Context: an optimization exercise on an open-source flow, tuned for small area. The choices shown serve that exercise and are no tape-out recipe.
The RTL was checked by simulation tests, not by an equivalence proof against the original design.

[flow/run.sh]
#!/bin/bash
# synth_recipe.tcl (not shown) runs the flow's synth.tcl, then flattens the netlist and writes it again
# the make line also repeats each setting of config.mk as NAME=value (left out here)
make -C /OpenROAD-flow-scripts/flow DESIGN_CONFIG=/design/flow/config.mk WORK_HOME=/design/flow/orfs CLKGATE_MAP_FILE= SYNTH_SCRIPT=/design/flow/synth_recipe.tcl finish
[flow/config.mk]
export PLATFORM = sky130hd
export DESIGN_NAME = top_module
export DESIGN_NICKNAME = top_module
export VERILOG_FILES = /design/flow/design.v
export SDC_FILE = /design/flow/constraint.sdc
export NUM_CORES = 4
export LEC_CHECK = 0
export CAP_MARGIN = 20
export CORE_MARGIN = 2
export CORE_UTILIZATION = 40
export SLEW_MARGIN = 20
[flow/constraint.sdc]
create_clock -name core_clock -period 44.0 [get_ports {CLOCK}]
set_input_delay 8.8000 -clock core_clock [delete_from_list [all_inputs] [get_ports {CLOCK}]]
set_output_delay 8.8000 -clock core_clock [all_outputs]
set_load 0.01 [all_outputs]
[flow/design.v]
`timescale 1ns / 1ps
module top_module(
	input CLOCK,
	input reset,
	input PS2Clk,
	input PS2Data,
	input [15:1] SW,
	input PB1,PB2,
	output [6:0] seg,
	output [3:0] an,
	output [3:0] JA,
	output LED
    );
    reg [17:0] cnt;
    always @(posedge CLOCK)
        if (reset) cnt <= 18'd0;
        else       cnt <= cnt + 1'b1;
    wire hr       = (cnt[3:0] == 4'd0);    
    wire div_rise = hr & ~cnt[4];           
    wire cap      = hr &  cnt[4];           
    assign JA[3]  = ~(cnt[4] ^ hr);         
    reg [11:0] Freq, Amp;
    always @(posedge CLOCK)
        if (reset) begin
            Freq <= 12'd1;
            Amp  <= 12'd1;
        end else if (PB1)
            Freq <= SW[12:1];
        else if (PB2)
            Amp <= SW[12:1];
    reg [16:0] c2;
    reg show_freq;
    always @(posedge CLOCK)
        if (reset) begin
            c2 <= 17'd100000;
            show_freq <= 1'b0;
        end else if (c2 == 17'd100000) begin
            c2 <= 17'd0;
            show_freq <= ~show_freq;
        end else
            c2 <= c2 + 1'b1;
    reg [8:0] c3;
    reg dac_start;
    always @(posedge CLOCK)
        if (reset) begin
            c3 <= 9'd500;
            dac_start <= 1'b0;
        end else if (c3 == 9'd500) begin
            c3 <= 9'd0;
            dac_start <= ~dac_start;
        end else
            c3 <= c3 + 1'b1;
    reg [17:0] sc_cnt;
    reg sc_w, sc_clk;
    wire [11:0] Fd = (Freq == 12'd0) ? 12'd1 : Freq;
    wire [17:0] T = 18'd195312 / Fd;
    wire [17:0] sc_next = sc_w ? 18'd0 : sc_cnt + 1'b1;
    always @(posedge CLOCK) begin
        sc_cnt <= sc_next;
        if (reset) begin
            sc_w <= 1'b1;
            sc_clk <= 1'b0;
        end else begin
            sc_w <= (sc_next >= T);
            if (sc_w) sc_clk <= ~sc_clk;
        end
    end
    wire start_rise = sc_w & ~sc_clk;
    wire [1:0] msel;
    reg set_sqr, set_tri, set_sine;
    always @(*) begin
        set_sqr = 1'b0; set_tri = 1'b0; set_sine = 1'b0;
        if (SW[15]) begin
            set_sqr  = (msel == 2'd0);
            set_tri  = (msel == 2'd1);
            set_sine = (msel == 2'd2);
        end else begin
            set_sqr  = ~SW[14];
            set_tri  = SW[14] & ~SW[13];
            set_sine = SW[14] &  SW[13];
        end
    end
    reg [8:0] wc;
    reg [11:0] data_a;
    wire [6:0] sj = wc[6:0];
    wire [6:0] sidx = sj[6] ? (7'd0 - sj) : sj;
    reg [10:0] qv;
    always @(*) begin
        case (sidx)
            7'd0: qv = 11'h000;
            7'd1: qv = 11'h032;
            7'd2: qv = 11'h064;
            7'd3: qv = 11'h096;
            7'd4: qv = 11'h0c8;
            7'd5: qv = 11'h0fa;
            7'd6: qv = 11'h12c;
            7'd7: qv = 11'h15e;
            7'd8: qv = 11'h18f;
            7'd9: qv = 11'h1c0;
            7'd10: qv = 11'h1f1;
            7'd11: qv = 11'h222;
            7'd12: qv = 11'h252;
            7'd13: qv = 11'h282;
            7'd14: qv = 11'h2b1;
            7'd15: qv = 11'h2e0;
            7'd16: qv = 11'h30f;
            7'd17: qv = 11'h33d;
            7'd18: qv = 11'h36b;
            7'd19: qv = 11'h398;
            7'd20: qv = 11'h3c5;
            7'd21: qv = 11'h3f1;
            7'd22: qv = 11'h41c;
            7'd23: qv = 11'h447;
            7'd24: qv = 11'h471;
            7'd25: qv = 11'h49a;
            7'd26: qv = 11'h4c3;
            7'd27: qv = 11'h4eb;
            7'd28: qv = 11'h512;
            7'd29: qv = 11'h539;
            7'd30: qv = 11'h55f;
            7'd31: qv = 11'h583;
            7'd32: qv = 11'h5a7;
            7'd33: qv = 11'h5ca;
            7'd34: qv = 11'h5ed;
            7'd35: qv = 11'h60e;
            7'd36: qv = 11'h62e;
            7'd37: qv = 11'h64e;
            7'd38: qv = 11'h66c;
            7'd39: qv = 11'h68a;
            7'd40: qv = 11'h6a6;
            7'd41: qv = 11'h6c1;
            7'd42: qv = 11'h6dc;
            7'd43: qv = 11'h6f5;
            7'd44: qv = 11'h70d;
            7'd45: qv = 11'h724;
            7'd46: qv = 11'h73a;
            7'd47: qv = 11'h74f;
            7'd48: qv = 11'h763;
            7'd49: qv = 11'h776;
            7'd50: qv = 11'h787;
            7'd51: qv = 11'h798;
            7'd52: qv = 11'h7a7;
            7'd53: qv = 11'h7b5;
            7'd54: qv = 11'h7c2;
            7'd55: qv = 11'h7cd;
            7'd56: qv = 11'h7d8;
            7'd57: qv = 11'h7e1;
            7'd58: qv = 11'h7e9;
            7'd59: qv = 11'h7f0;
            7'd60: qv = 11'h7f5;
            7'd61: qv = 11'h7f9;
            7'd62: qv = 11'h7fd;
            7'd63: qv = 11'h7fe;
            7'd64: qv = 11'h7ff;
            default: qv = 11'h7ff;
        endcase
    end
    wire [11:0] sine_val = ~wc[7] ? {1'b1, qv} :
                           (sj == 7'd0) ? 12'h800 : {1'b0, ~qv};
    always @(posedge CLOCK)
        if (reset) begin
            data_a <= 12'd0;
            wc <= 9'd0;
        end else if (start_rise) begin
            if (set_tri) begin
                if (wc == 9'd0) begin
                    if (data_a >= 12'd4063) begin
                        wc <= 9'd1;
                        data_a[11:5] <= data_a[11:5] - 1'b1;
                    end else
                        data_a[11:5] <= data_a[11:5] + 1'b1;
                end else begin
                    if (data_a < 12'd32) begin
                        wc <= 9'd0;
                        data_a[11:5] <= data_a[11:5] + 1'b1;
                    end else
                        data_a[11:5] <= data_a[11:5] - 1'b1;
                end
            end else if (set_sqr) begin
                data_a <= (wc <= 9'd128) ? 12'h000 : 12'hFFF;
                wc <= (wc == 9'd256) ? 9'd0 : wc + 1'b1;
            end else if (set_sine) begin
                data_a <= sine_val;
                wc <= (wc >= 9'd255) ? 9'd0 : wc + 1'b1;
            end
        end
    reg busy, shifting;       
    reg [3:0] k;              
    reg [11:0] Dm;
    reg [11:0] H;
    reg [12:0] L;
    wire mul_step = ~busy & cnt[4] & (cnt[3:0] != 4'd0) & (cnt[3:0] <= 4'd13);
    wire div_step = shifting & div_rise & (k >= 4'd2) & (k != 4'd15);
    wire [12:0] msum = {1'b0, H} + (L[0] ? {1'b0, Dm} : 13'd0);
    wire [12:0] dx = {H, L[12]};
    wire dq = (dx >= 13'd3300);
    wire [12:0] dr = dq ? dx - 13'd3300 : dx;
    always @(posedge CLOCK) begin
        if (cap & ~busy) begin
            Dm <= data_a;
            H <= 12'd0;
            L <= {1'b0, Amp};
        end else if (mul_step) begin
            H <= msum[12:1];
            L <= {msum[0], L[12:1]};
        end else if (div_step) begin
            H <= dr[11:0];
            L <= {L[11:0], dq};
        end
    end
    always @(posedge CLOCK)
        if (reset) begin
            busy <= 1'b0;
            shifting <= 1'b0;
            k <= 4'd0;
        end else if (div_rise) begin
            if (~busy) begin
                if (dac_start) begin
                    busy <= 1'b1;
                    shifting <= 1'b1;
                end
            end else if (shifting) begin
                k <= k + 1'b1;
                if (k == 4'd15) shifting <= 1'b0;
            end else if (~dac_start)
                busy <= 1'b0;
        end
    assign JA[0] = ~shifting;
    assign JA[1] = shifting & (k[3] | k[2]) & L[0];
    assign JA[2] = 1'b0;
    assign LED = ~busy;
    reg ps_c1, ps_c2, ps_d;
    reg [3:0] b;
    reg dbit;
    reg [1:0] c1, ms;
    wire clk_fall = ps_c2 & ~ps_c1;
    always @(posedge CLOCK) begin
        ps_d <= PS2Data;
        if (reset) begin
            ps_c1 <= 1'b1;
            ps_c2 <= 1'b1;
        end else begin
            ps_c1 <= PS2Clk;
            ps_c2 <= ps_c1;
        end
    end
    always @(posedge CLOCK)
        if (reset) begin
            b <= 4'd0;
            dbit <= 1'b0;
        end else if (clk_fall) begin
            if (b == 4'd3) dbit <= ps_d;
            if (b <= 4'd10) b <= b + 1'b1;
            else if (b == 4'd11) b <= 4'd1;
        end
    wire flag_rise = clk_fall & (b == 4'd10);
    always @(posedge CLOCK)
        if (reset) begin
            c1 <= 2'd0;
            ms <= 2'd0;
        end else if (flag_rise) begin
            c1 <= (c1 == 2'd2) ? 2'd0 : c1 + 1'b1;
            if (c1 == 2'd0 && dbit)
                ms <= (ms == 2'd2) ? 2'd0 : ms + 1'b1;
        end
    assign msel = ms;
    reg [11:0] X;
    always @(posedge CLOCK)
        if (reset) X <= 12'd0;
        else if (hr) X <= show_freq ? Freq : Amp;
    reg [15:0] bcd;
    integer i;
    always @(*) begin
        bcd = 16'd0;
        for (i = 11; i >= 0; i = i - 1) begin
            if (bcd[3:0]   >= 4'd5) bcd[3:0]   = bcd[3:0]   + 4'd3;
            if (bcd[7:4]   >= 4'd5) bcd[7:4]   = bcd[7:4]   + 4'd3;
            if (bcd[11:8]  >= 4'd5) bcd[11:8]  = bcd[11:8]  + 4'd3;
            bcd = {bcd[14:0], X[i]};
        end
    end
    reg [3:0] dig;
    reg [3:0] an_r;
    always @(*) begin
        case (cnt[17:16])
            2'd0: begin dig = bcd[3:0];   an_r = 4'b1110; end
            2'd1: begin dig = bcd[7:4];   an_r = 4'b1101; end
            2'd2: begin dig = bcd[11:8];  an_r = 4'b1011; end
            default: begin dig = bcd[15:12]; an_r = 4'b0111; end
        endcase
    end
    assign an = an_r;
    reg [6:0] seg_r;
    always @(*) begin
        case (dig)
            4'd0 : seg_r = 7'b1000000;
            4'd1 : seg_r = 7'b1111001;
            4'd2 : seg_r = 7'b0100100;
            4'd3 : seg_r = 7'b0110000;
            4'd4 : seg_r = 7'b0011001;
            4'd5 : seg_r = 7'b0010010;
            4'd6 : seg_r = 7'b0000010;
            4'd7 : seg_r = 7'b1111000;
            4'd8 : seg_r = 7'b0000000;
            4'd9 : seg_r = 7'b0010000;
            default : seg_r = 7'b0111111;
        endcase
    end
    assign seg = seg_r;
endmodule
==> impl_metrics.toml, run 1 <==
[setup_path]
crit_top_cell = "ha_1"
critical-path-max-stage-delay_ps = 740
cp_max_fo = 20
critPathCaptureType = "register"
critPathSlowestCell = "dfxtp_1"
startpoint_type = "register"
arrival_ps = 37420
worstSetupPathType = "reg -> reg"
required_ps = 44330

[layout]
drive_gt1_share_pct = 6.76
diodes = 0
fin_nets = 2963
fillCellCount = 5153
synthToLayoutAreaGrowth_pct = 7.44
layout_commonest_cell = "nor2_1"
final_cell_mix = "297 x nor2_1, 236 x nand2_1, 234 x ha_1"
final_cells = 3400

[floorplanning]
die_area_um2 = 53900
die_w_um = 232
start_util_pct = 40.5
ios = 37
core_um2 = 51400
die_h_um = 232
std_cell_rows = 83

[yosys]
synth_fp_nets = 2990
synth_area_um2 = 20800
async_reset_ff_share_pct = 0
dominantRegCellSynth = "dfxtp_1"
synth_edf_count = 24
ys_warn_count = 1
yosysSeqAreaShare_pct = 18.2
postSynthCellCount = 2734
yosys.cell_types.count = 103
synth_seq_cells = 178
synth.avg_cell_area_um2 = 7.62

[routing]
vias_per_cell = 5.85
first_pass_iters = 6
route.detailed.drc = 0
drt_iter0_markers = 1526
wl_um = 58900
ant_nets = 0
wl_per_cell_um = 17.3
vias = 19891

[cts]
htree_levels = 4
post_cts_resized = 0
ctsHoldBuffers = 0
cts-root-buf = "clkbuf_16"
clk_path_buf_depth = 2
insertion_delay_ps = 430
cts_buffers = 17
cts_tree = "done"
cts.sinks = 178
postCtsSetupBuffers = 0
cts.clk_slew.worst_paths_ps = 70

[timing]
hold_slack_ps = 451
worst_slew_pin_slew_ps = 1100
relSlewSlack_pct = 26.1
rsz0062_at_grt = "no"
final_hold_viol_count = 0
final.setup.tns_ps = 0
clock_skew_ps = 12.6
fmax_mhz = 27.0
setup_viol = 0
period_minus_slack_ps = 37090
slew_viol_final = 0
period_share_pct = 84.3

[min_path]
min_path_type = "reg -> reg"

[global_route]
antenna_found_initial = 0
grt_start_max_net_pins = 51
grt_pass1_vias = 18763
grt_pass1_wl_um = 96000
grt_use_total_pct = 21.5
grt-ovfl-total = 0

[status]
status = "finished clean"

[flow_run]
drv_cap = 0

[placed_design]
port_buffers = 35
place_congestion = 0.937
placedCellCount = 3367
place_hpwl_um = 44600
flip-flops by register name, summed over array words and instances (netlist names), 2 cells and up:
name    cells
cnt        18
sc_cnt     18
c2         17
L          13
Amp        12
Dm         12
Freq       12
H          12
X          12
data_a     12
c3          9
wc          9
b           4
k           4
c1          2
ms          2
synth_stat cells, types with 27 or more instances:
cell,number,area share (%)
mux2_2,52,2.8
nor2b_1,38,1.1
clkbuf_1,77,1.4
a21o_1,57,2.1
a21oi_1,177,4.3
nand4_1,45,1.4
nand2b_1,48,1.4
nand2_1,236,4.3
a211oi_1,56,2.0
nor3_1,57,1.4
xnor2_1,95,4.0
o211ai_1,35,1.3
and2_1,32,0.96
o21a_1,38,1.4
mux2i_1,88,4.2
nand3_1,88,2.1
o21ai_0,152,3.6
nor2_1,297,5.3
ha_1,234,14
dfxtp_1,154,15
a31oi_1,27,0.81
and3_1,33,0.99
xor2_1,86,3.6
inv_1,131,2.4
kinds of logic (layout without fill, tap and decap cells):
kind of cell             after synthesis  in the layout  share of synthesized area (%)
XOR/XNOR                             181            181                           7.61
multiplexers                         151            151                           7.86
AND/OR/NAND/NOR                      987            987                           23.2
buffers and inverters                243            229                           4.62
other                                  1              1                         0.0180
flip-flops                           178            178                           18.2
adder cells (fa/ha/maj)              235            235                           14.1
AO/OA/AOI/OAI                        758            758                           24.3
critical path: cells and delay by family, from the launching register on:
| family | cells | cell delay [ps] |
|---|---|---|
| AO/OA/AOI/OAI | 75 | 16830 |
| adder cells (fa/ha/maj) | 18 | 6210 |
| buffers and inverters | 11 | 2930 |
| flip-flops | 1 | 740 |
| multiplexers | 12 | 4160 |
| AND/OR/NAND/NOR | 30 | 6030 |
final timing paths:
check,from,endpoint,slack [ps],depth (start not counted)
setup / recovery,Freq[1],sc_w,6910,146
hold reg to reg,data_a[1],Dm[1],450,0
setup reg to reg,Freq[1],sc_w,6910,146
hold / removal,data_a[1],Dm[1],450,0
per-stage QoR:
stage / utilization, % / area, um2 / setup slack [ps]
after detailed placement: 42.4 / 21800 / 7650
after global routing: 43.6 / 22400 / 3840
after global placement: 42.4 / 21800 / 8950
final: 43.6 / 22400 / 6910
after floorplan: - / 20800 / 11910
after CTS: 43.5 / 22400 / 7480
area by class of cell:
cell class,count,area (um2),area share [%]
Multi-Input combinational cell,2313,16100,71.9
Inverter,135,507,2.26
Sequential cell,178,3800,17.0
Clock buffer,19,433,1.93
Tap cell,680,851,3.80
Timing Repair Buffer,62,568,2.54
Clock inverter,13,130,0.581
metal layers:
metal,up-vias,share of wire [%],track usage [%]
li1,9922,-,-
met1,9344,48,29.5
met2,548,46,35.9
met3,77,4.7,2.32
met4,0,1.8,4.97
met5,-,0,0
==> run 2: changes to the inputs <==
==> flow/flow/run.sh (new file) <==
#!/bin/bash
# Own layout flow: the standard synthesis (registers and their names
# unchanged), then the combinational logic between the registers
# re-optimised for area by ABC, then the standard layout from floorplan
# to finish.  Each tool writes its full output to a log of its own here.
set -euo pipefail
W=$(pwd)
F=$W/flow
R=$W/orfs/results/${FLOW_PLATFORM:-sky130hd}/top_module/base
export REOPT_LIB=$FLOW_HOME/platforms/sky130hd/lib/sky130_fd_sc_hd__tt_025C_1v80.lib
export REOPT_DIR=$W/reopt
mkdir -p "$REOPT_DIR"

# 1. standard synthesis only
bash standard.sh "$R/1_2_yosys.v" > "$W/flow_synth.log" 2>&1
cp "$R/1_2_yosys.v" "$REOPT_DIR/std.v"

# 2. combinational re-optimisation
grep -o -- "-dont_use [A-Za-z0-9_]*" "$W/orfs/logs/${FLOW_PLATFORM:-sky130hd}/top_module/base/1_2_yosys.log" \
    | sort -u | tr '\n' ' ' > "$REOPT_DIR/dont_use.txt" || true
yosys -q -p "read_liberty -ignore_miss_func $REOPT_LIB; write_verilog -noattr $REOPT_DIR/cells_all.v" \
    > "$W/flow_cells.log" 2>&1
python3 "$F/comb_cells.py" "$REOPT_DIR/cells_all.v" "$REOPT_DIR/cells_comb.v" > "$W/flow_comb_cells.log" 2>&1
export REOPT_IN=$REOPT_DIR/std.v
export REOPT_OUT=$REOPT_DIR/reopt.v
export REOPT_SCRIPT=$F/area.abc
yosys -c "$F/reopt.tcl" > "$W/flow_reopt.log" 2>&1
cp "$REOPT_OUT" "$R/1_2_yosys.v"

# 3. standard layout from the re-optimised netlist
bash standard.sh > "$W/flow_layout.log" 2>&1
==> flow/flow/area.abc (new file) <==
strash
&get -n
&fraig -x
&put
dc2
dc2
strash
&get -n
&deepsyn -T 60
&put
strash
&get -n
&dch -f
&nf -R 1000
&put
==> flow/flow/comb_cells.py (new file) <==
#!/usr/bin/env python3
# Keeps the combinational cells of the liberty dump (argv[1]) as a techmap
# file (argv[2]): every module without a register, minus tie/fill/tap/etc.
import re, sys
src = open(sys.argv[1]).read()
mods = re.split(r'(?=^module )', src, flags=re.M)
skip = re.compile(r'module sky130_fd_sc_hd__(df|edf|sdf|dl|sdl|lpflow|probe|tap|fill|decap|diode|conb|macro)')
keep = [m for m in mods if m.startswith('module') and not skip.match(m) and 'reg ' not in m]
open(sys.argv[2], 'w').write(''.join(keep))
print(len(keep), 'combinational cells')
==> flow/flow/reopt.tcl (new file) <==
# Re-optimise the combinational logic of the standard netlist for area.
# Registers (and every other non-combinational cell) stay as they are.
yosys -import
set lib $::env(REOPT_LIB)
set du [string trim [read [open $::env(REOPT_DIR)/dont_use.txt]]]
read_liberty -lib $lib
read_verilog $::env(REOPT_IN)
hierarchy -check -top top_module
tee -o $::env(REOPT_DIR)/stat_before.txt stat -liberty $lib
techmap -map $::env(REOPT_DIR)/cells_comb.v
techmap
opt -purge
eval abc -script $::env(REOPT_SCRIPT) -liberty $lib $du
opt_clean -purge
hilomap -singleton -hicell sky130_fd_sc_hd__conb_1 HI -locell sky130_fd_sc_hd__conb_1 LO
insbuf -buf sky130_fd_sc_hd__buf_4 A X
splitnets
opt_clean -purge
check -assert
tee -o $::env(REOPT_DIR)/stat_after.txt stat -liberty $lib
write_verilog -noattr -nohex -nodec $::env(REOPT_OUT)
==> flow/standard.sh (new file) <==
#!/bin/bash
# synth_recipe.tcl (not shown) runs the flow's synth.tcl, then flattens the netlist and writes it again
# the make line also repeats each setting of config.mk as NAME=value (left out here)
make -C /OpenROAD-flow-scripts/flow DESIGN_CONFIG=/design/flow/config.mk WORK_HOME=/design/flow/orfs CLKGATE_MAP_FILE= SYNTH_SCRIPT=/design/flow/synth_recipe.tcl "${@:-finish}"
removed: flow/run.sh
==> run 2 against run 1 <==
Core utilization increased by 2.1 points. Via count fell by 35%. Non-clock buffer count unchanged. Sequential cell count stayed put. Synthesized cell count fell by 33%. Critical path depth rose by 81. Still clean. Clock skew shrank 1.2 ps. Critical path type unchanged. Wire length decreased by 43%.
==> impl_metrics.toml, run 2 <==
[flow_run]
drv_cap = 0

[floorplanning]
std_cell_rows = 65
ios = 37
core_um2 = 31600
die_area_um2 = 33700
die_h_um = 184
start_util_pct = 40.8
die_w_um = 184

[setup_path]
crit_buf_inv = 18
critPathCaptureType = "register"
critPathSlowestCell = "dfxtp_1"
cp-endpoint = "sc_w"
required_ps = 44330
startpoint = "Freq[9]"
rr_worst_depth = 227
worstSetupPathType = "reg -> reg"
rr_startpoint = "Freq[9]"
critical_path_depth = 227
critical-path-max-stage-delay_ps = 780
cp_max_fo = 17
reg2reg_to = "sc_w"
startpoint_type = "register"
regToRegSetupSlack_ps = 6930
arrival_ps = 37400
crit_top_cell = "nor2_1"
crit_family = "simple AND/OR/NAND/NOR gates"

[routing]
wl_met3_um = 1540
wl_per_cell_um = 14.7
ant_nets = 0
drt_iter0_markers = 1024
top_layer = "met4"
vias_per_cell = 5.63
route.detailed.drc = 0
wl_um = 33800
wl_met2_um = 15100
wl_met1_um = 16800
vias = 12968
first_pass_iters = 8

[timing]
period_share_pct = 84.3
fmax_mhz = 27.0
setup_viol = 0
period_minus_slack_ps = 37070
final_hold_viol_count = 0
clock_skew_ps = 11.3
relSlewSlack_pct = 28.6
slew_viol_final = 0
final.setup.tns_ps = 0
worst_slew_pin_slew_ps = 1060
rsz0062_at_grt = "no"

[cts]
post_cts_resized = 0
cts.clk_slew.worst_paths_ps = 70
insertion_delay_ps = 440
ctsHoldBuffers = 0
clk_path_buf_depth = 2
postCtsSetupBuffers = 0
cts.sinks = 178
cts_tree = "done"
cts_buffers = 17
cts-root-buf = "clkbuf_16"
htree_levels = 4

[global_route]
antenna_found_initial = 0
grt_pass1_vias = 11741
grt-ovfl-total = 0
grt_use_total_pct = 20.4
grt_pass1_wl_um = 57200
grt_start_max_net_pins = 43

[layout]
final_cell_mix = "255 x nor2_1, 219 x nand2_1, 209 x a21oi_1"
drive_gt1_share_pct = 3.11
reg_top3 = "cnt x18, sc_cnt x18, c2 x17"
stdcell_area_um2 = 14400
layout_commonest_cell = "nor2_1"
fin_nets = 1909
synthToLayoutAreaGrowth_pct = 12.0
diodes = 0

[placed_design]
place_hpwl_um = 24700
port_buffers = 35
place_area_um2 = 13800
place_congestion = 0.871

[yosys]
ys_warn_count = 1
synth_area_um2 = 12900
synth.avg_cell_area_um2 = 7.08
synth_fp_nets = 1843
postSynthCellCount = 1822

[status]
status = "finished clean"

[min_path]
min_path_type = "reg -> reg"
min_from = "ps_c1"
-- run 2: worst register-to-register path, delay by kind of cell, from the launching register on --
family / cells / cell delay (ps)
AOI/OAI and AO/OA: 74 / 13260
xor gates and xnor gates: 6 / 1130
adders and majority gates: 5 / 1540
buffers and inverters: 18 / 3160
DFF: 1 / 780
muxes: 1 / 390
and+or+nand+nor: 123 / 16760
-- run 2: worst min path at each step --
stage / cells past startpoint / slack, ps / endpoint
finish: 1 / 450 / ps_c2
global route: 0 / 460 / Dm[4]
CTS: 0 / 460 / Dm[4]
detailed placement: 1 / 440 / ps_c2
global placement: 1 / 430 / ps_c2
floorplan: 0 / 420 / Dm[4]
-- run 2: layout make-up --
| type | count | area (um2) |
|---|---|---|
| inverter | 78 | 293 |
| fill | 3135 | 17200 |
| clock inverter | 11 | 114 |
| multi-input combinational | 1551 | 8700 |
| sequential | 178 | 3800 |
| tap | 402 | 503 |
| timing repair buffer | 62 | 568 |
| clock buffer | 20 | 468 |
-- run 2: routing by layer --
metal,global-route usage (%),vias up
li1,-,6678
met1,28.3,5944
met2,33.6,310
met3,2.75,36
met4,4.74,0
met5,0,-
-- run 2: metrics by stage --
stage	setup slack, ps	util [%]	instances	hold WS (ps)
detailed placement	7540	43.7	2270	441
finish	6930	45.7	2302	453
CTS	7370	45.6	2301	456
global route	1640	45.7	2302	457
global placement	8560	43.7	2270	435
floorplan	10980	-	1822	417
==> run 3: changes to the inputs <==
--- a/flow/design.v
+++ b/flow/design.v
@@ -33,22 +33,22 @@
     always @(posedge CLOCK)
         if (reset) begin
-            c2 <= 17'd100000;
+            c2 <= 17'h15728;
             show_freq <= 1'b0;
-        end else if (c2 == 17'd100000) begin
-            c2 <= 17'd0;
+        end else if (c2 == 17'h15728) begin
+            c2 <= 17'h1ffff;
             show_freq <= ~show_freq;
         end else
-            c2 <= c2 + 1'b1;
+            c2 <= {c2[15:0], c2[16] ^ c2[13]};
     reg [8:0] c3;
     reg dac_start;
     always @(posedge CLOCK)
         if (reset) begin
-            c3 <= 9'd500;
+            c3 <= 9'h1bc;
             dac_start <= 1'b0;
-        end else if (c3 == 9'd500) begin
-            c3 <= 9'd0;
+        end else if (c3 == 9'h1bc) begin
+            c3 <= 9'h1ff;
             dac_start <= ~dac_start;
         end else
-            c3 <= c3 + 1'b1;
+            c3 <= {c3[7:0], c3[8] ^ c3[4]};
     reg [17:0] sc_cnt;
     reg sc_w, sc_clk;
@@ -158,10 +158,22 @@
     wire [11:0] sine_val = ~wc[7] ? {1'b1, qv} :
                            (sj == 7'd0) ? 12'h800 : {1'b0, ~qv};
+    wire inwin = cnt[4] & (cnt[3:0] <= 4'd12);
+    wire [1:0] mode_now = set_tri ? 2'd1 : set_sqr ? 2'd2 : set_sine ? 2'd3 : 2'd0;
+    reg pend;
+    reg [1:0] pmode;
+    always @(posedge CLOCK) begin
+        if (start_rise & inwin) pmode <= mode_now;
+        if (reset) pend <= 1'b0;
+        else if (start_rise & inwin) pend <= 1'b1;
+        else if (~inwin) pend <= 1'b0;
+    end
+    wire upd = (start_rise | pend) & ~inwin;
+    wire [1:0] mode = pend ? pmode : mode_now;
     always @(posedge CLOCK)
         if (reset) begin
             data_a <= 12'd0;
             wc <= 9'd0;
-        end else if (start_rise) begin
-            if (set_tri) begin
+        end else if (upd) begin
+            if (mode == 2'd1) begin
                 if (wc == 9'd0) begin
                     if (data_a >= 12'd4063) begin
@@ -177,8 +189,8 @@
                         data_a[11:5] <= data_a[11:5] - 1'b1;
                 end
-            end else if (set_sqr) begin
+            end else if (mode == 2'd2) begin
                 data_a <= (wc <= 9'd128) ? 12'h000 : 12'hFFF;
                 wc <= (wc == 9'd256) ? 9'd0 : wc + 1'b1;
-            end else if (set_sine) begin
+            end else if (mode == 2'd3) begin
                 data_a <= sine_val;
                 wc <= (wc >= 9'd255) ? 9'd0 : wc + 1'b1;
@@ -187,10 +199,9 @@
     reg busy, shifting;       
     reg [3:0] k;              
-    reg [11:0] Dm;
     reg [11:0] H;
     reg [12:0] L;
     wire mul_step = ~busy & cnt[4] & (cnt[3:0] != 4'd0) & (cnt[3:0] <= 4'd13);
     wire div_step = shifting & div_rise & (k >= 4'd2) & (k != 4'd15);
-    wire [12:0] msum = {1'b0, H} + (L[0] ? {1'b0, Dm} : 13'd0);
+    wire [12:0] msum = {1'b0, H} + (L[0] ? {1'b0, data_a} : 13'd0);
     wire [12:0] dx = {H, L[12]};
     wire dq = (dx >= 13'd3300);
@@ -198,5 +209,4 @@
     always @(posedge CLOCK) begin
         if (cap & ~busy) begin
-            Dm <= data_a;
             H <= 12'd0;
             L <= {1'b0, Amp};
--- a/flow/flow/run.sh
+++ b/flow/flow/run.sh
@@ -28,4 +28,7 @@
 cp "$REOPT_OUT" "$R/1_2_yosys.v"
 
-# 3. standard layout from the re-optimised netlist
+# 3. standard layout from the re-optimised netlist, with small port
+#    buffers and a clock tree of small buffers
+export BUFFER_PORTS_ARGS="-buffer_cell sky130_fd_sc_hd__buf_1"
+export CTS_ARGS="-sink_clustering_enable -repair_clock_nets -buf_list sky130_fd_sc_hd__clkbuf_8 -root_buf sky130_fd_sc_hd__clkbuf_16 -dont_use_dummy_load"
 bash standard.sh > "$W/flow_layout.log" 2>&1
==> run 3 against run 2 <==
Critical path depth decreased by 16. Global-route usage shrank 0.42 points. Wire length decreased by 1.8%. Synthesized cell count is 4.0% lower. Cell count decreased by 4.1%. Via count is 4.4% lower. Count of clock-buffer cells in the layout decreased by 3. Setup slack lost 1800 ps. Sequential cell count down 9.
==> impl_metrics.toml, run 3 <==
[cts]
insertion_delay_ps = 390
cts.sinks = 169
clk_path_buf_depth = 2
cts_tree = "done"
cts_buffers = 17
htree_levels = 4
cts-root-buf = "clkbuf_16"
ctsHoldBuffers = 0
cts.clk_slew.worst_paths_ps = 100

[setup_path]
required_ps = 44240
critPathCaptureType = "register"
startpoint_type = "register"
cp_max_fo = 16
critical-path-max-stage-delay_ps = 500
crit_top_cell = "o21ai_0"
critPathSlowestCell = "or4_1"
arrival_ps = 39140
worstSetupPathType = "reg -> reg"

[floorplanning]
ios = 37
die_area_um2 = 32800
die_h_um = 181
core_um2 = 30700
die_w_um = 181
start_util_pct = 40.9
std_cell_rows = 64

[layout]
synthToLayoutAreaGrowth_pct = 7.94
final_cells = 2208
drive_gt1_share_pct = 2.87
fin_nets = 1835
reg_top3 = "cnt x18, sc_cnt x18, c2 x17"
final_cell_mix = "237 x nor2_1, 202 x nand2_1, 155 x dfxtp_1"
layout_commonest_cell = "nor2_1"
diodes = 0

[global_route]
grt_start_max_net_pins = 99
grt_use_total_pct = 20.0
grt_pass1_wl_um = 55200
antenna_found_initial = 0
grt_pass1_vias = 11128
grt-ovfl-total = 0

[routing]
vias = 12402
vias_per_cell = 5.62
first_pass_iters = 9
ant_nets = 0
drt_iter0_markers = 1036
wl_um = 33200
wl_per_cell_um = 15.0
route.detailed.drc = 0

[yosys]
postSynthCellCount = 1749
synth.avg_cell_area_um2 = 7.18
ys_warn_count = 1
synth_area_um2 = 12600
synth_fp_nets = 1770

[timing]
worst_slew_pin_slew_ps = 956
layout_setup_ws_ps = 5100
period_share_pct = 88.4
final_hold_viol_count = 0
clock_skew_ps = 39.0
period_minus_slack_ps = 38900
slew_viol_final = 0
fmax_mhz = 25.7
final.setup.tns_ps = 0
setup_viol = 0
relSlewSlack_pct = 36.3

[placed_design]
port_buffers = 35
place_hpwl_um = 23900
placedCellCount = 2191
place_congestion = 0.909
dp_slack_ps = 4130

[min_path]
min_path_type = "reg -> reg"

[flow_run]
drv_cap = 0

[status]
status = "finished clean"
## run 3: worst max-delay path: cells and delay by family, from the launching register on
kind,cells,cell delay (ps)
adder cells (fa/ha/maj),12,4080
flip-flops,1,310
AO/OA/AOI/OAI,83,16260
multiplexers,1,160
buffers and inverters,8,1060
AND/OR/NAND/NOR,101,15540
XOR/XNOR,6,1320
## run 3: through the flow
stage	hold slack, ps	instance area [um2]	utilization, %
floorplan	405	12600	-
global placement	418	13300	43.2
detailed placement	424	13300	43.2
CTS	438	13500	44.0
global route	451	13600	44.1
finish	435	13600	44.1
## run 3: final cells by class
class / instances / area, um2
fillers: 3189 / 17200
multi-input cells: 1497 / 8710
flip-flops and latches: 169 / 3520
well taps: 396 / 495
repair buffers: 61 / 330
inverters: 68 / 255
clock buffers: 17 / 245
## run 3: final timing paths
path / end / slack (ps) / cells past startpoint / startpoint
setup / recovery: sc_w / 5100 / 211 / Freq[11]
hold / removal: c2[5] / 430 / 1 / c2[4]
setup reg to reg: sc_w / 5100 / 211 / Freq[11]
hold reg to reg: c2[5] / 430 / 1 / c2[4]
## run 3: metal layers
metal	global-route usage (%)	routed length, um	up-vias
met5	0	0	-
met4	3.35	216	0
met1	27.9	16500	5699
met2	33.1	14900	283
met3	2.86	1570	21
li1	-	-	6399
## run 3: timing repair
item / CTS / global route
setup buffers: 0 / 0
endpoints found under the setup margin: 0 / 1
resized for setup: 0 / 8
==> run 4: changes to the inputs <==
--- a/flow/flow/run.sh
+++ b/flow/flow/run.sh
@@ -28,7 +28,4 @@
 cp "$REOPT_OUT" "$R/1_2_yosys.v"
 
-# 3. standard layout from the re-optimised netlist, with small port
-#    buffers and a clock tree of small buffers
-export BUFFER_PORTS_ARGS="-buffer_cell sky130_fd_sc_hd__buf_1"
-export CTS_ARGS="-sink_clustering_enable -repair_clock_nets -buf_list sky130_fd_sc_hd__clkbuf_8 -root_buf sky130_fd_sc_hd__clkbuf_16 -dont_use_dummy_load"
+# 3. standard layout from the re-optimised netlist
 bash standard.sh > "$W/flow_layout.log" 2>&1
==> run 4 against run 3 <==
Still clean on timing, DRC and antenna. Core utilization grew 1.9 points. Clock skew shrank 22 ps. Count of clock-buffer cells in the layout grew 1. Highest routed layer unchanged.
==> impl_metrics.toml, run 4 <==
[global_route]
grt_pass1_vias = 11416
antenna_found_initial = 0
grt-ovfl-total = 0
grt_use_total_pct = 20.1
grt_pass1_wl_um = 55700
grt_start_max_net_pins = 93

[placed_design]
port_buffers = 35
dp_slack_ps = 3790
place_area_um2 = 13500
place_hpwl_um = 24100
place_congestion = 0.906

[cts]
cts.sinks = 169
cts.clk_slew.worst_paths_ps = 70
insertion_delay_ps = 430
htree_levels = 4
cts-root-buf = "clkbuf_16"
cts_tree = "done"
ctsHoldBuffers = 0
clk_path_buf_depth = 2
cts_buffers = 17

[routing]
drt_iter0_markers = 857
route.detailed.drc = 0
ant_nets = 0
wl_um = 33000
first_pass_iters = 5
vias = 12426
vias_per_cell = 5.59
wl_per_cell_um = 14.8

[timing]
relSlewSlack_pct = 41.0
final_hold_viol_count = 0
period_share_pct = 88.2
final.setup.tns_ps = 0
fmax_mhz = 25.8
rsz0062_at_grt = "no"
worst_slew_pin_slew_ps = 885
layout_setup_ws_ps = 5190
clock_skew_ps = 17.0
slew_viol_final = 0
period_minus_slack_ps = 38810
setup_viol = 0

[floorplanning]
ios = 37
die_w_um = 181
die_h_um = 181
die_area_um2 = 32800
std_cell_rows = 64
core_um2 = 30700
start_util_pct = 40.9

[setup_path]
arrival_ps = 39120
startpoint = "Freq[10]"
worstSetupPathType = "reg -> reg"
cp_max_fo = 15
critPathCaptureType = "register"
crit_top_cell = "nor2_1"
rr_startpoint = "Freq[10]"
critical-path-max-stage-delay_ps = 550
regToRegSetupSlack_ps = 5190
required_ps = 44310
critPathSlowestCell = "nor4_1"
startpoint_type = "register"

[min_path]
min_from = "c2[2]"
min_path_type = "reg -> reg"

[flow_run]
drv_cap = 0

[yosys]
synth_fp_nets = 1770
synth.avg_cell_area_um2 = 7.18
postSynthCellCount = 1749
synth_area_um2 = 12600
ys_warn_count = 1

[layout]
fillCellCount = 3183
final_cell_mix = "237 x nor2_1, 201 x nand2_1, 155 x dfxtp_1"
final-seq-area_um2 = 3520
layout_commonest_cell = "nor2_1"
synthToLayoutAreaGrowth_pct = 12.6
stdcell_area_um2 = 14100
drive_gt1_share_pct = 3.72
fin_nets = 1836
diodes = 0
reg_top3 = "cnt x18, sc_cnt x18, c2 x17"
multiInputGateArea_um2 = 8710

[status]
status = "finished clean"
==> run 4: cell count changes in the layout (fill, tap and decap cells not counted), moves of 2 or more <==
cell / previous run / this run
inv_8: 0 / 2
clkbuf_16: 1 / 17
buf_4: 26 / 28
clkbuf_8: 16 / 0
o21ai_1: 0 / 2
clkdlybuf4s50_1: 0 / 34
buf_1: 34 / 0
clkinvlp_4: 0 / 3
bufinv_16: 0 / 3
inv_6: 0 / 4
==> run 4: layout make-up <==
| cell class | instances | share of cell area, % |
|---|---|---|
| clock inverters | 14 | 1.30 |
| well taps | 396 | 3.50 |
| flip-flops and latches | 169 | 24.9 |
| inverters | 68 | 1.80 |
| repair buffers | 62 | 3.89 |
| multi-input cells | 1497 | 61.6 |
| clock buffers | 18 | 3.03 |
==> run 4: metal layers <==
layer	vias to the layer above	track usage [%]	part of all wire (%)	routed length [um]
li1	6436	-	-	-
met1	5698	27.4	49	16200
met2	266	33.8	45	15000
met3	26	2.88	4.3	1430
met4	0	4.29	1.1	348
met5	-	0	0	0
==> run 4: worst max-delay path: cells and delay by family (launching register included) <==
family | cells | cell delay, ps
AO/OA/AOI/OAI | 83 | 16050
XOR/XNOR | 6 | 1180
multiplexers | 1 | 150
adder cells (fa/ha/maj) | 12 | 4100
AND/OR/NAND/NOR | 103 | 15790
buffers and inverters | 7 | 1050
flip-flops | 1 | 300
==> run 4: timing repair <==
action                                  in CTS  in global routing
buffers inserted                             0                  0
endpoints found under the setup margin       0                  1
gates resized for setup                      0                 10
==> run 4: worst paths after layout <==
kind | to | cells past startpoint
max reg2reg | sc_w | 212
min | c2[3] | 1
max | sc_w | 212
min reg2reg | c2[3] | 1
==> run 4: stage by stage <==
stage	utilization (%)	std cells	hold WS [ps]
after floorplan	-	1749	405
after global placement	43.9	2192	418
after detailed placement	43.9	2192	430
after CTS	45.9	2224	445
after global routing	46.0	2224	460
final	46.0	2224	435
==> run 5: changes to the inputs <==
--- a/flow/design.v
+++ b/flow/design.v
@@ -12,8 +12,21 @@
 	output LED
     );
-    reg [17:0] cnt;
+    reg [4:0] cnt;
+    reg [10:0] cmid;
+    reg [1:0] csel;
+    wire c_lo_end = (cnt == 5'd31);
+    wire cmid_z10 = (cmid[9:0] == 10'd0);
     always @(posedge CLOCK)
-        if (reset) cnt <= 18'd0;
-        else       cnt <= cnt + 1'b1;
+        if (reset) begin
+            cnt <= 5'd0;
+            cmid <= 11'h001;
+            csel <= 2'd0;
+        end else begin
+            cnt <= cnt + 1'b1;
+            if (c_lo_end) begin
+                cmid <= {cmid[9:0], cmid[10] ^ cmid[8] ^ cmid_z10};
+                if (cmid_z10 & ~cmid[10]) csel <= csel + 1'b1;
+            end
+        end
     wire hr       = (cnt[3:0] == 4'd0);    
     wire div_rise = hr & ~cnt[4];           
@@ -293,5 +306,5 @@
     reg [3:0] an_r;
     always @(*) begin
-        case (cnt[17:16])
+        case (csel)
             2'd0: begin dig = bcd[3:0];   an_r = 4'b1110; end
             2'd1: begin dig = bcd[7:4];   an_r = 4'b1101; end
--- a/flow/flow/run.sh
+++ b/flow/flow/run.sh
@@ -28,4 +28,7 @@
 cp "$REOPT_OUT" "$R/1_2_yosys.v"
 
-# 3. standard layout from the re-optimised netlist
+# 3. standard layout from the re-optimised netlist, with small port
+#    buffers and a clock tree of small buffers
+export BUFFER_PORTS_ARGS="-buffer_cell sky130_fd_sc_hd__buf_1"
+export CTS_ARGS="-sink_clustering_enable -repair_clock_nets -buf_list sky130_fd_sc_hd__clkbuf_8 -root_buf sky130_fd_sc_hd__clkbuf_16 -sink_clustering_size 16 -dont_use_dummy_load"
 bash standard.sh > "$W/flow_layout.log" 2>&1
--- a/flow/flow/reopt.tcl
+++ b/flow/flow/reopt.tcl
@@ -11,4 +11,7 @@
 techmap
 opt -purge
+# hide the names techmap gave the cells' internal nets, so that ports keep
+# their own nets and need no extra buffers
+yosys rename -hide w:*.*
 eval abc -script $::env(REOPT_SCRIPT) -liberty $lib $du
 opt_clean -purge
--- a/flow/config.mk
+++ b/flow/config.mk
@@ -9,3 +9,4 @@
 export CORE_MARGIN = 2
 export CORE_UTILIZATION = 40
+export GPL_TIMING_DRIVEN = 0
 export SLEW_MARGIN = 20
==> run 5 against run 4 <==
Final area down 4.6%. Die area decreased by 0.99%. Synthesized cell count increased by 0.17%. Still clean. First-iteration DRC count grew 7.5%. Cell count fell by 0.58%. Non-clock buffer count down 14. Hold slack lost 27 ps. Highest routed layer unchanged.
==> impl_metrics.toml, run 5 <==
[status]
status = "finished clean"

[timing]
period_minus_slack_ps = 39600
clock_skew_ps = 48.0
relSlewSlack_pct = 26.3
slew_viol_final = 0
fmax_mhz = 25.3
worst_slew_pin_slew_ps = 1100
setup_viol = 0
final.setup.tns_ps = 0
rsz0062_at_grt = "no"
period_share_pct = 90.0
final_hold_viol_count = 0

[floorplanning]
die_area_um2 = 32500
die_h_um = 180
start_util_pct = 40.7
ios = 37
std_cell_rows = 64
core_um2 = 30600
die_w_um = 180

[global_route]
grt_pass1_wl_um = 53200
grt_use_total_pct = 19.0
grt_pass1_vias = 11347
grt_start_max_net_pins = 39
grt-ovfl-total = 0
antenna_found_initial = 0

[yosys]
postSynthCellCount = 1752
synth_fp_nets = 1773
synth_area_um2 = 12400
ys_warn_count = 1
synth.avg_cell_area_um2 = 7.10

[min_path]
hold_depth = 1
min_path_type = "reg -> reg"

[placed_design]
place_congestion = 0.917
place_hpwl_um = 23000
placedCellCount = 2192
port_buffers = 35

[routing]
first_pass_iters = 5
wl_um = 31300
vias = 12293
wl_per_cell_um = 14.2
route.detailed.drc = 0
vias_per_cell = 5.56
ant_nets = 0
drt_iter0_markers = 921

[setup_path]
arrival_ps = 39850
crit_top_cell = "nor2_1"
crit_buf_inv = 6
cp_max_fo = 24
required_ps = 44250
startpoint_type = "register"
critical_path_depth = 213
critPathCaptureType = "register"
crit_family = "simple AND/OR/NAND/NOR gates"
critPathSlowestCell = "or4_1"
worstSetupPathType = "reg -> reg"
rr_worst_depth = 213
critical-path-max-stage-delay_ps = 620

[layout]
multiInputGateArea_um2 = 8720
top_register = "sc_cnt"
reg_top3 = "sc_cnt x18, c2 x17, L x13"
synthToLayoutAreaGrowth_pct = 8.47
diodes = 0
fillCellCount = 3131
final-seq-area_um2 = 3530
fin_nets = 1838
largest_reg_flops = 18
final_cell_mix = "246 x nand2_1, 235 x nor2_1, 170 x a21oi_1"
layout_commonest_cell = "nand2_1"
drive_gt1_share_pct = 2.92
final_cells = 2211
finish.utilization_pct = 44.1

[cts]
cts.clk_slew.worst_paths_ps = 120
clk_path_buf_depth = 2
cts_tree = "done"
htree_levels = 4
cts_buffers = 17
cts-root-buf = "clkbuf_16"
cts.sinks = 169
insertion_delay_ps = 400

[flow_run]
drv_cap = 0
[run 5: final cells by class]
cell class	count	area share, %
well taps	396	3.67
inverters	66	1.86
multi-input cells	1515	64.6
plain buffers	2	0.111
flip-flops and latches	169	26.2
repair buffers	46	1.75
clock buffers	17	1.82
[run 5: path summary, 6_finish.rpt]
kind,endpoint,startpoint,slack (ps)
worst min register to register,c2[16],c2[15],410
worst min-delay path,c2[16],c2[15],410
worst max-delay path,sc_w,Freq[9],4400
worst max register to register,sc_w,Freq[9],4400
[run 5: per-layer routing]
| layer | GRT usage, % | vias up | wire, um |
|---|---|---|---|
| met2 | 33.5 | 208 | 14900 |
| met5 | 0 | - | 0 |
| met4 | 5.55 | 0 | 631 |
| li1 | - | 6366 | - |
| met3 | 2.24 | 45 | 960 |
| met1 | 24.4 | 5674 | 14800 |
[run 5: stage by stage]
step                setup slack, ps  cell area [um2]  hold WS [ps]
finish                         4400            13500           409
global route                    111            13500           424
CTS                            1920            13400           405
detailed placement             2080            13200           422
global placement                172            13100           416
floorplan                      7110            12400           405
[run 5: repair_timing]
item,CTS,global route
setup endpoints to repair,0,1
buffers inserted,0,2
hold buffers,0,0
resized for setup,0,16
==> run 6: changes to the inputs <==
--- a/flow/flow/run.sh
+++ b/flow/flow/run.sh
@@ -31,4 +31,4 @@
 #    buffers and a clock tree of small buffers
 export BUFFER_PORTS_ARGS="-buffer_cell sky130_fd_sc_hd__buf_1"
-export CTS_ARGS="-sink_clustering_enable -repair_clock_nets -buf_list sky130_fd_sc_hd__clkbuf_8 -root_buf sky130_fd_sc_hd__clkbuf_16 -sink_clustering_size 16 -dont_use_dummy_load"
+export CTS_ARGS="-sink_clustering_enable -repair_clock_nets -buf_list sky130_fd_sc_hd__clkbuf_8 -root_buf sky130_fd_sc_hd__clkbuf_16 -sink_clustering_size 8 -sink_clustering_max_diameter 30 -dont_use_dummy_load"
 bash standard.sh > "$W/flow_layout.log" 2>&1
==> run 6 against run 5 <==
Highest routed layer unchanged. Critical endpoint unchanged. Final area is the same. Cell count is the same. Sequential cell count is the same.
==> impl_metrics.toml, run 6 <==
[min_path]
min_path_type = "reg -> reg"
hold_end = "c2[16]"
hold_depth = 1
min_from = "c2[15]"

[timing]
final_hold_viol_count = 0
period_minus_slack_ps = 39600
relSlewSlack_pct = 26.3
period_share_pct = 90.0
slew_viol_final = 0
clock_skew_ps = 48.0
worst_slew_pin_slew_ps = 1100
rsz0062_at_grt = "no"
final.setup.tns_ps = 0
fmax_mhz = 25.3
setup_viol = 0

[setup_path]
required_ps = 44250
critical-path-max-stage-delay_ps = 620
reg2reg_to = "sc_w"
crit_top_cell = "nor2_1"
critPathCaptureType = "register"
rr_worst_depth = 213
startpoint_type = "register"
cp_max_fo = 24
critPathSlowestCell = "or4_1"
worstSetupPathType = "reg -> reg"
rr_startpoint = "Freq[9]"
regToRegSetupSlack_ps = 4400
arrival_ps = 39850

[yosys]
ys_warn_count = 1
postSynthCellCount = 1752
synth_fp_nets = 1773
synth_area_um2 = 12400
synth.avg_cell_area_um2 = 7.10

[routing]
wl_per_cell_um = 14.2
first_pass_iters = 5
wl_um = 31300
ant_nets = 0
route.detailed.drc = 0
vias = 12293
vias_per_cell = 5.56
drt_iter0_markers = 921

[global_route]
grt_use_total_pct = 19.0
antenna_found_initial = 0
grt_pass1_wl_um = 53200
grt-ovfl-total = 0
grt_start_max_net_pins = 39
grt_pass1_vias = 11347

[cts]
clk_path_buf_depth = 2
cts.sinks = 169
cts_buffers = 17
htree_levels = 4
insertion_delay_ps = 400
cts.clk_slew.worst_paths_ps = 120
cts_tree = "done"
ctsHoldBuffers = 0
cts-root-buf = "clkbuf_16"

[layout]
reg_top3 = "sc_cnt x18, c2 x17, L x13"
final_cell_mix = "246 x nand2_1, 235 x nor2_1, 170 x a21oi_1"
top_register = "sc_cnt"
synthToLayoutAreaGrowth_pct = 8.47
diodes = 0
multiInputGateArea_um2 = 8720
final-seq-area_um2 = 3530
fin_nets = 1838
layout_commonest_cell = "nand2_1"
fillCellCount = 3131
drive_gt1_share_pct = 2.92
largest_reg_flops = 18

[placed_design]
place_congestion = 0.917
place_hpwl_um = 23000
port_buffers = 35

[floorplanning]
start_util_pct = 40.7
die_area_um2 = 32500
ios = 37
std_cell_rows = 64
die_h_um = 180
core_um2 = 30600
die_w_um = 180

[status]
status = "finished clean"

[flow_run]
drv_cap = 0
-- run 6: worst max-delay path by stage --
stage                     startpoint    to  slack [ps]  depth (start not counted)
after floorplan              Freq[9]  sc_w        7110                        207
after global placement       Freq[7]  sc_w         170                        205
after detailed placement     Freq[7]  sc_w        2080                        209
after CTS                    Freq[7]  sc_w        1920                        209
after global routing         Freq[9]  sc_w         110                        214
final                        Freq[9]  sc_w        4400                        213
-- run 6: through the flow --
| stage | utilization, % | setup slack [ps] | instances | area, um2 | hold slack [ps] |
|---|---|---|---|---|---|
| global route | 44.1 | 111 | 2211 | 13500 | 424 |
| finish | 44.1 | 4400 | 2211 | 13500 | 409 |
| floorplan | - | 7110 | 1752 | 12400 | 405 |
| detailed placement | 43.1 | 2080 | 2192 | 13200 | 422 |
| global placement | 42.7 | 172 | 2183 | 13100 | 416 |
| CTS | 43.9 | 1920 | 2209 | 13400 | 405 |
-- run 6: layout make-up --
type                    count  area share [%]
multi-input cells        1515            64.6
well taps                 396            3.67
repair buffers             46            1.75
clock buffers              17            1.82
inverters                  66            1.86
plain buffers               2           0.111
flip-flops and latches    169            26.2
-- run 6: repair_timing --
item / CTS / global route
buffers inserted: 0 / 2
setup endpoints to repair: 0 / 1
resized for setup: 0 / 16
-- run 6: routing by layer --
| layer | vias to the layer above | routed length (um) | GRT usage [%] |
|---|---|---|---|
| met5 | - | 0 | 0 |
| met4 | 0 | 631 | 5.55 |
| met3 | 45 | 960 | 2.24 |
| met2 | 208 | 14900 | 33.5 |
| met1 | 5674 | 14800 | 24.4 |
| li1 | 6366 | - | - |
-- run 6: critical path: cells and delay by family, from the launching register on --
family / cells / cell delay [ps]
flops: 1 / 470
xor+xnor: 10 / 2020
compound gates: 67 / 12300
buf+inv: 6 / 1260
fa+ha+maj: 17 / 6120
simple gates: 113 / 17230
==> run 7: changes to the inputs <==
--- a/flow/flow/run.sh
+++ b/flow/flow/run.sh
@@ -23,12 +23,21 @@
 python3 "$F/comb_cells.py" "$REOPT_DIR/cells_all.v" "$REOPT_DIR/cells_comb.v" > "$W/flow_comb_cells.log" 2>&1
 export REOPT_IN=$REOPT_DIR/std.v
-export REOPT_OUT=$REOPT_DIR/reopt.v
-export REOPT_SCRIPT=$F/area.abc
-yosys -c "$F/reopt.tcl" > "$W/flow_reopt.log" 2>&1
-cp "$REOPT_OUT" "$R/1_2_yosys.v"
+# four ABC runs with different seeds side by side; the smallest is kept
+for seed in 1 2 3 4; do
+    sed "s/&deepsyn -T 60/\&deepsyn -T 150 -S $seed/" "$F/area.abc" > "$REOPT_DIR/area_$seed.abc"
+    REOPT_SCRIPT=$REOPT_DIR/area_$seed.abc REOPT_OUT=$REOPT_DIR/reopt_$seed.v REOPT_TAG=_$seed \
+        yosys -c "$F/reopt.tcl" > "$W/flow_reopt_$seed.log" 2>&1 &
+done
+wait
+best=$(for seed in 1 2 3 4; do
+    a=$(sed -n "s/.*Chip area for module .*: //p" "$REOPT_DIR/stat_after_$seed.txt" 2>/dev/null)
+    [ -n "$a" ] && [ -s "$REOPT_DIR/reopt_$seed.v" ] && echo "$a $seed"
+done | sort -g | head -n 1 | cut -d' ' -f2)
+echo "kept ABC run $best" > "$W/flow_reopt_pick.log"
+cp "$REOPT_DIR/reopt_$best.v" "$R/1_2_yosys.v"
 
 # 3. standard layout from the re-optimised netlist, with small port
 #    buffers and a clock tree of small buffers
 export BUFFER_PORTS_ARGS="-buffer_cell sky130_fd_sc_hd__buf_1"
-export CTS_ARGS="-sink_clustering_enable -repair_clock_nets -buf_list sky130_fd_sc_hd__clkbuf_8 -root_buf sky130_fd_sc_hd__clkbuf_16 -sink_clustering_size 8 -sink_clustering_max_diameter 30 -dont_use_dummy_load"
+export CTS_ARGS="-sink_clustering_enable -repair_clock_nets -buf_list sky130_fd_sc_hd__clkbuf_8 -root_buf sky130_fd_sc_hd__clkbuf_16 -sink_clustering_size 16 -dont_use_dummy_load"
 bash standard.sh > "$W/flow_layout.log" 2>&1
--- a/flow/flow/reopt.tcl
+++ b/flow/flow/reopt.tcl
@@ -7,5 +7,5 @@
 read_verilog $::env(REOPT_IN)
 hierarchy -check -top top_module
-tee -o $::env(REOPT_DIR)/stat_before.txt stat -liberty $lib
+tee -o $::env(REOPT_DIR)/stat_before$::env(REOPT_TAG).txt stat -liberty $lib
 techmap -map $::env(REOPT_DIR)/cells_comb.v
 techmap
@@ -21,4 +21,4 @@
 opt_clean -purge
 check -assert
-tee -o $::env(REOPT_DIR)/stat_after.txt stat -liberty $lib
+tee -o $::env(REOPT_DIR)/stat_after$::env(REOPT_TAG).txt stat -liberty $lib
 write_verilog -noattr -nohex -nodec $::env(REOPT_OUT)
--- a/flow/config.mk
+++ b/flow/config.mk
@@ -8,5 +8,5 @@
 export CAP_MARGIN = 20
 export CORE_MARGIN = 2
-export CORE_UTILIZATION = 40
+export CORE_UTILIZATION = 55
 export GPL_TIMING_DRIVEN = 0
 export SLEW_MARGIN = 20
==> run 7 against run 6 <==
Sequential share of layout area up 0.59 points. Still clean on timing, DRC and antenna. Critical path depth down 9. Global-route usage up 6.0 points.
==> impl_metrics.toml, run 7 <==
[status]
status = "finished clean"

[floorplanning]
std_cell_rows = 54
die_area_um2 = 23500
die_w_um = 153
die_h_um = 153
core_um2 = 21900
start_util_pct = 56.1
ios = 37

[cts]
insertion_delay_ps = 390
cts_tree = "done"
cts.clk_slew.worst_paths_ps = 80
ctsHoldBuffers = 0
htree_levels = 4
cts-root-buf = "clkbuf_16"
cts_buffers = 17
cts.sinks = 169
clk_path_buf_depth = 2

[setup_path]
critPathCaptureType = "register"
crit_buf_inv = 7
cp_max_fo = 20
critPathSlowestCell = "dfxtp_1"
rr_worst_depth = 204
regToRegSetupSlack_ps = 4300
crit_family = "compound AO/OA/AOI/OAI gates"
rr_startpoint = "Freq[9]"
worstSetupPathType = "reg -> reg"
required_ps = 44240
crit_top_cell = "nor2_1"
critical-path-max-stage-delay_ps = 550
arrival_ps = 39930
reg2reg_to = "sc_w"
startpoint_type = "register"

[layout]
synthToLayoutAreaGrowth_pct = 7.27
top_register = "sc_cnt"
fillCellCount = 2039
reg_top3 = "sc_cnt x18, c2 x17, L x13"
largest_reg_flops = 18
stdcell_area_um2 = 13200
final_cell_mix = "264 x nor2_1, 174 x nand2_1, 154 x dfxtp_1"
drive_gt1_share_pct = 2.23
fin_nets = 1771
layout_commonest_cell = "nor2_1"
diodes = 0

[global_route]
grt_use_met1_pct = 35.0
use_met2_pct = 40.0
grt-ovfl-total = 0
grt_use_total_pct = 25.0
grt_pass1_wl_um = 50300
grtUsageMet3_pct = 3.69
grt_start_max_net_pins = 35
antenna_found_initial = 0
grt_pass1_vias = 10554
grt.busiest_layer = "met2"

[timing]
final.setup.tns_ps = 0
relSlewSlack_pct = 26.7
clock_skew_ps = 36.9
worst_slew_pin_slew_ps = 1100
slew_viol_final = 0
period_minus_slack_ps = 39700
fmax_mhz = 25.2
final_hold_viol_count = 0
period_share_pct = 90.2
rsz0062_at_grt = "no"
setup_viol = 0

[routing]
route.detailed.drc = 0
ant_nets = 0
vias = 12071
vias_per_cell = 5.95
drt_iter0_markers = 798
wl_per_cell_um = 14.7
wl_um = 29900
first_pass_iters = 6

[min_path]
min_from = "c2[2]"
min_path_type = "reg -> reg"
hold_end = "c2[3]"
hold_depth = 1

[yosys]
synth_area_um2 = 12300
synth.avg_cell_area_um2 = 7.26
ys_warn_count = 1
postSynthCellCount = 1690
synth_fp_nets = 1711

[placed_design]
port_buffers = 35
place_congestion = 0.907
place_area_um2 = 12800
place_hpwl_um = 22200

[flow_run]
drv_cap = 0
run 7: per-stage QoR:
step           hold WS, ps  cells  worst slack [ps]  util (%)
2_1_floorplan          405   1690              7600         -
3_3_place_gp           420   2005              1570      58.3
3_5_place_dp           417   2009              2860      58.6
4_1_cts                441   2026              2640      59.8
5_1_grt                461   2028              88.6      60.1
6_report               440   2028              4300      60.1
run 7: area by class of cell:
class                           instances  area, um2  area share [%]
Multi-Input combinational cell       1453       8560            65.0
Sequential cell                       169       3520            26.8
Tap cell                              280        350            2.66
Inverter                               66        248            1.88
Clock buffer                           17        245            1.86
Timing Repair Buffer                   41        220            1.67
Buffer                                  2       15.0           0.114
run 7: worst reg2reg max path: cells and delay by family, from the launching register on:
kind,cells,cell delay [ps]
adders and majority gates,19,6750
muxes,1,320
buffers and inverters,7,990
DFF,1,550
xor gates and xnor gates,10,2050
AOI/OAI and AO/OA,73,14640
and+or+nand+nor,94,14290
run 7: worst max-delay path by stage:
stage                         from   end  slack, ps  cells past startpoint
after detailed placement   Freq[9]  sc_w       2860                    200
after global routing      Freq[10]  sc_w         90                    209
after floorplan           Freq[10]  sc_w       7600                    197
after CTS                  Freq[9]  sc_w       2640                    199
after global placement     Freq[7]  sc_w       1570                    196
final                      Freq[9]  sc_w       4300                    204
run 7: layer usage:
metal  share of wire [%]  wire length, um
met1                  49            14700
met2                  45            13500
met3                 4.1             1230
met4                 1.6              478
met5                   0                0
run 7: timing repair:
| action | CTS | global route |
|---|---|---|
| setup buffers | 0 | 2 |
| endpoints found under the setup margin | 0 | 1 |
| gates resized for setup | 0 | 12 |
==> run 8: changes to the inputs <==
--- a/flow/config.mk
+++ b/flow/config.mk
@@ -6,7 +6,8 @@
 export NUM_CORES = 4
 export LEC_CHECK = 0
-export CAP_MARGIN = 20
+export CAP_MARGIN = 5
 export CORE_MARGIN = 2
 export CORE_UTILIZATION = 55
 export GPL_TIMING_DRIVEN = 0
-export SLEW_MARGIN = 20
+export SETUP_SLACK_MARGIN = -2
+export SLEW_MARGIN = 5
==> run 8 against run 7 <==
Clock skew up 12 ps. Critical path type unchanged.
==> impl_metrics.toml, run 8 <==
[global_route]
grt_use_met1_pct = 35.5
grt_pass1_wl_um = 50500
grtUsageMet3_pct = 3.37
grt-ovfl-total = 0
antenna_found_initial = 0
grt_use_total_pct = 25.0
grt_start_max_net_pins = 47
grt_pass1_vias = 10492
use_met2_pct = 40.6
grt.busiest_layer = "met2"

[min_path]
min_from = "c2[2]"
min_path_type = "reg -> reg"
hold_end = "c2[3]"
hold_depth = 1

[setup_path]
worstSetupPathType = "reg -> reg"
cp_max_fo = 20
arrival_ps = 41680
reg2reg_to = "sc_w"
required_ps = 44230
critPathCaptureType = "register"
crit_family = "simple AND/OR/NAND/NOR gates"
critical-path-max-stage-delay_ps = 700
rr_worst_depth = 197
startpoint_type = "register"
critPathSlowestCell = "o21ai_1"
crit_buf_inv = 1
regToRegSetupSlack_ps = 2550
rr_startpoint = "Freq[9]"

[cts]
ctsHoldBuffers = 0
insertion_delay_ps = 400
cts.clk_slew.worst_paths_ps = 110
cts.sinks = 169
cts-root-buf = "clkbuf_16"
postCtsSetupBuffers = 0
htree_levels = 4
clk_path_buf_depth = 2
post_cts_resized = 0
cts_buffers = 17
cts_tree = "done"

[routing]
drt_iter0_markers = 803
ant_nets = 0
wl_um = 29900
wl_per_cell_um = 14.8
route.detailed.drc = 0
vias = 11938
vias_per_cell = 5.90
first_pass_iters = 6

[layout]
top_register = "sc_cnt"
final_cell_mix = "267 x nor2_1, 174 x nand2_1, 155 x dfxtp_1"
synthToLayoutAreaGrowth_pct = 6.46
fillCellCount = 2083
stdcell_area_um2 = 13100
largest_reg_flops = 18
drive_gt1_share_pct = 1.55
layout_commonest_cell = "nor2_1"
fin_nets = 1767
reg_top3 = "sc_cnt x18, c2 x17, L x13"
diodes = 0

[floorplanning]
core_um2 = 21900
start_util_pct = 56.1
die_w_um = 153
ios = 37
std_cell_rows = 54
die_area_um2 = 23500
die_h_um = 153

[timing]
final.setup.tns_ps = 0
period_share_pct = 94.2
clock_skew_ps = 48.4
setup_viol = 0
period_minus_slack_ps = 41450
final_hold_viol_count = 0
layout_setup_ws_ps = 2550
slew_viol_final = 0
fmax_mhz = 24.1
relSlewSlack_pct = 24.8
worst_slew_pin_slew_ps = 1120

[yosys]
synth_fp_nets = 1711
synth_area_um2 = 12300
ys_warn_count = 1
synth.avg_cell_area_um2 = 7.26
postSynthCellCount = 1690

[status]
status = "finished clean"

[placed_design]
dp_slack_ps = 1360
place_congestion = 0.907
place_hpwl_um = 22100
place_area_um2 = 12800
port_buffers = 35

[flow_run]
drv_cap = 0
run 8: how the worst max path moves through the flow:
stage               depth (start not counted)    to  slack (ps)  startpoint
global placement                          196  sc_w        1570     Freq[7]
global route                              200  sc_w       -1930    Freq[10]
CTS                                       196  sc_w        1120     Freq[7]
finish                                    197  sc_w        2550     Freq[9]
detailed placement                        196  sc_w        1360     Freq[7]
floorplan                                 197  sc_w        7600    Freq[10]
run 8: worst reg2reg max path: cells and delay by family, from the launching register on:
family                     cells  cell delay, ps
and+or+nand+nor               95           15940
DFF                            1             550
muxes                          1             310
xor gates and xnor gates      10            2160
adders and majority gates     19            6750
AOI/OAI and AO/OA             71           15490
buffers and inverters          1             110
run 8: area by class of cell:
| type | instances | area, um2 | share of cell area (%) |
|---|---|---|---|
| tap | 280 | 350 | 2.68 |
| sequential | 169 | 3520 | 27.0 |
| buffer | 2 | 15.0 | 0.115 |
| inverter | 66 | 248 | 1.90 |
| timing repair buffer | 37 | 164 | 1.25 |
| multi-input combinational | 1453 | 8520 | 65.2 |
| clock buffer | 17 | 245 | 1.88 |
run 8: metal layers:
metal	share of wire, %	up-vias
met5	0	-
met4	1.0	0
met3	3.9	22
met2	46	260
met1	49	5454
li1	-	6202
run 8: metrics by stage:
step,std cells,util [%],hold slack [ps]
3_3_place_gp,2005,58.3,420
4_1_cts,2023,59.5,431
6_report,2024,59.7,420
2_1_floorplan,1690,-,405
5_1_grt,2024,59.7,464
3_5_place_dp,2006,58.4,417

==> separate check: timing with driven ports <==
How much do the figures lean on ideal ports? The routed layouts below were timed once more, with nothing changed but the port constraints.
Step 1, drivers: a clkbuf_16 drives CLOCK and a buf_2 each remaining input, both assumed.
Step 2 moves the port delays by t, midway between the first and last clock arrival at a register: inputs arrive t later, outputs are due t later. That takes back most of the time a late clock gives input paths.
Slacks: ideal ports / drivers / drivers and shift; pairs: ideal ports / drivers.
run | t (ns) | setup WS [ns] | worst setup path at the end | latest minus earliest clock arrival (ns)
run 1 | 0.475 | 6.910 / 6.910 / 6.910 | register to register | 0.014 / 0.013
run 2 | 0.477 | 6.926 / 6.926 / 6.926 | register to register | 0.014 / 0.015
run 3 | 0.414 | 5.104 / 5.104 / 5.104 | register to register | 0.040 / 0.040
run 4 | 0.468 | 5.187 / 5.187 / 5.187 | register to register | 0.018 / 0.019
run 5 | 0.423 | 4.398 / 4.398 / 4.398 | register to register | 0.050 / 0.051
run 6 | 0.423 | 4.398 / 4.398 / 4.398 | register to register | 0.050 / 0.051
run 7 | 0.417 | 4.304 / 4.304 / 4.304 | register to register | 0.037 / 0.037
run 8 | 0.418 | 2.551 / 2.551 / 2.551 | register to register | 0.049 / 0.050
After both steps setup and hold are still met in every run listed.
